Context: an optimization exercise on an open-source flow, tuned for small area. The choices shown serve that exercise and are no tape-out recipe. In this exercise RTL edits were held to simulation tests only and were not proved equivalent to the original.

==> inputs of job 2943 <==
==> flow/design.v (excerpt) <==
module audio_core
          (clk,
           reset,
           clk_enable,
           note_c4,
           note_d4,
           note_e4,
           note_f4,
           run_drum,
           volume_ctrl,
           ce_out,
           out_PDM);
  input   clk;
  input   reset;
  input   clk_enable;
  input   note_c4;
  input   note_d4;
  input   note_e4;
  input   note_f4;
  input   run_drum;
  input   [7:0] volume_ctrl;
  output  ce_out;
  output  out_PDM;
  wire enb = clk_enable;
  assign ce_out = clk_enable;
  reg [10:0] nd_c4, nd_d4, nd_e4, nd_f4;    
  reg [10:0] rdd;                            
  reg [7:0]  vd [0:11];                      
  reg [3:0]  sc;                             
  integer i;
  always @(posedge clk) begin
    if (enb) begin
      nd_c4 <= {nd_c4[9:0], note_c4};
      nd_d4 <= {nd_d4[9:0], note_d4};
      nd_e4 <= {nd_e4[9:0], note_e4};
      nd_f4 <= {nd_f4[9:0], note_f4};
      rdd <= {rdd[9:0], run_drum};
      vd[0] <= volume_ctrl;
      for (i = 1; i < 12; i = i + 1) vd[i] <= vd[i-1];
    end
  end
  always @(posedge clk or posedge reset) begin
    if (reset) sc <= 4'd0;
    else if (enb && sc != 4'd15) sc <= sc + 4'd1;
  end
  wire ok10 = (sc >= 4'd10);    
  wire ok11 = (sc >= 4'd11);    
  wire ok13 = (sc >= 4'd13);    
  wire run_c4 = nd_c4[10] & ok11;
  wire run_d4 = nd_d4[10] & ok11;
  wire run_e4 = nd_e4[10] & ok11;
  wire run_f4 = nd_f4[10] & ok11;
  wire rd10 = rdd[9] & ok10;
  wire rd11 = rdd[10] & ok11;
  wire force0 = (sc <= 4'd9);
  wire forceph = (sc == 4'd10);
  wire p_c4, p_d4, p_e4, p_f4;
  wire [29:0] m_c4, m_d4, m_e4, m_f4;
  wire oc4_clk = clk;
  wire oc4_reset = reset;
  wire oc4_enb = enb;
  wire oc4_run = run_c4;
  wire oc4_force0 = force0;
  wire oc4_forceph = forceph;
  wire oc4_pos;
  assign p_c4 = oc4_pos;
  reg [29:0] oc4_mag;
  assign m_c4 = oc4_mag;
  reg oc4_h;                    
  reg [4:0] oc4_q;              
  reg [13:0] oc4_cd;
  reg [13:0] oc4_nl;
  wire [4:0] oc4_msel = oc4_force0 ? 5'd27 : oc4_forceph ? 5'd26 : oc4_q;
  assign oc4_pos = oc4_forceph | oc4_h;
  always @(*) begin
    case ({oc4_h, oc4_q})
      6'd0: oc4_nl = 14'h2274;
      6'd1: oc4_nl = 14'h2356;
      6'd2: oc4_nl = 14'h2357;
      6'd3: oc4_nl = 14'h2274;
      6'd4: oc4_nl = 14'h2273;
  ...
make LEC_CHECK=0 CAP_MARGIN=20 CORE_MARGIN=2 CORE_UTILIZATION=70 CTS_CLUSTER_DIAMETER=100 CTS_CLUSTER_SIZE=20 PLACE_DENSITY=0.8 SLEW_MARGIN=20 SYNTH_HIERARCHICAL=1 SYNTH_MINIMUM_KEEP_SIZE=0 finish   # period 10.0 ns
run.sh (not shown) runs the stock make flow with config.mk's settings and CLKGATE_MAP_FILE= SYNTH_SCRIPT=/design/flow/synth_recipe.tcl, a recipe that flattens the netlist after the stock synthesis.
==> job 3312: changes against job 2943 <==
CTS_CLUSTER_DIAMETER = 70   (was 100)
CTS_CLUSTER_SIZE = 25   (was 20)
==> summary of the runs <==
Area after synthesis is the same in job 2943 and job 3312.
Synthesized cell count is the same in job 3312 and job 2943.
Between job 3312 and job 2943, the lower via count is in job 2943 (gap 0.48%, measured against job 2943).
In maximum frequency, job 2943 and job 3312 hardly differ.
Of job 3312 and job 2943, job 3312 has the higher wire length (gap about 0.8%, measured against job 2943).
In job 3312 the critical path depth is higher than in job 2943, by 8.

========
==> inputs of build 77 <==
Starting RTL as in the previous note.
Settings: LEC_CHECK=0, CAP_MARGIN=20, CORE_MARGIN=2, CORE_UTILIZATION=70, CTS_CLUSTER_DIAMETER=110, CTS_CLUSTER_SIZE=24, PLACE_DENSITY=0.8, SLEW_MARGIN=20, SYNTH_HIERARCHICAL=1, SYNTH_MINIMUM_KEEP_SIZE=0; clock period 10.0 ns.
==> inputs of trial 57, as changes to build 77 <==
--- a/flow/config.mk
+++ b/flow/config.mk
@@ -10,4 +10,2 @@
 export CORE_UTILIZATION = 70
-export CTS_CLUSTER_DIAMETER = 110
-export CTS_CLUSTER_SIZE = 24
 export PLACE_DENSITY = 0.8
==> run notes <==
Outcome: trial 57 timing/DRC/antenna clean; build 77 timing/DRC/antenna clean
Initial antenna violation count: trial 57 1; build 77 0
Capturing point of the worst reg2reg path: trial 57 s1[31]$_DFFE_PP_; build 77 dr_q2[33]$_DFFE_PP0P_
FF-to-FF path depth: trial 57 29; build 77 41
Startpoint of the lowest-slack register-to-register path: trial 57 sc[1]$_DFFE_PP0P_; build 77 sc[0]$_DFFE_PP0P_
Global-route track usage on met2: trial 57 0.643; build 77 0.638
Clock tree buffer count of the final layout: trial 57 88; build 77 43
Hold-critical path endpoint: trial 57 vd[5][6]$_DFFE_PP_; build 77 vd[11][2]$_DFFE_PP_
Share of the final layout cell area in sequential cells: trial 57 0.184; build 77 0.186
Largest fanout on the critical path: trial 57 7; build 77 6
Most frequent cell on the critical path: trial 57 sky130_fd_sc_hd__fa_1; build 77 sky130_fd_sc_hd__ha_1
Period utilization: trial 57 0.956; build 77 0.952
Synth-to-layout area growth: trial 57 6.07%; build 77 4.70%
Crit-path max cell delay: trial 57 0.54 ns; build 77 0.48 ns
Number of vias in the routed layout: trial 57 59.9k; build 77 59.6k
Nets: trial 57 9209; build 77 9177
Multi-input combinational area share: trial 57 0.726; build 77 0.736
Cts bufs inserted: trial 57 67; build 77 35
Critical path destination: trial 57 s1[31]$_DFFE_PP_; build 77 dr_q2[33]$_DFFE_PP0P_

static timing again, ports no longer ideal:
No port has a modelled driver above. Below, the same layouts with a new extraction and two added sets of constraints. Step 1 sets driving cells, clkbuf_16 on the clock port and buf_2 on the other inputs (assumed; they add their load-dependent delay and slew). Step 2, shift: input delay + t, output delay - t, t = (earliest + latest rising clock arrival at the registers) / 2. This alone moves slack from input paths to output paths. a / b / c = ideal ports / drivers / drivers and shift; a / b = the first two.
run | t (ns) | slack for setup (ns) | worst setup path after step 2 | latest minus earliest clock arrival (ns)
job 2943 | 0.722 | 0.454 / 0.454 / 0.454 | register to register | 0.037 / 0.037
job 3312 | 0.745 | 0.442 / 0.442 / 0.442 | register to register | 0.090 / 0.090
build 77 | 0.732 | 0.484 / 0.484 / 0.484 | register to register | 0.032 / 0.032
trial 57 | 0.750 | 0.443 / 0.443 / 0.443 | register to register | 0.058 / 0.058
After both steps every run listed still meets setup and hold.
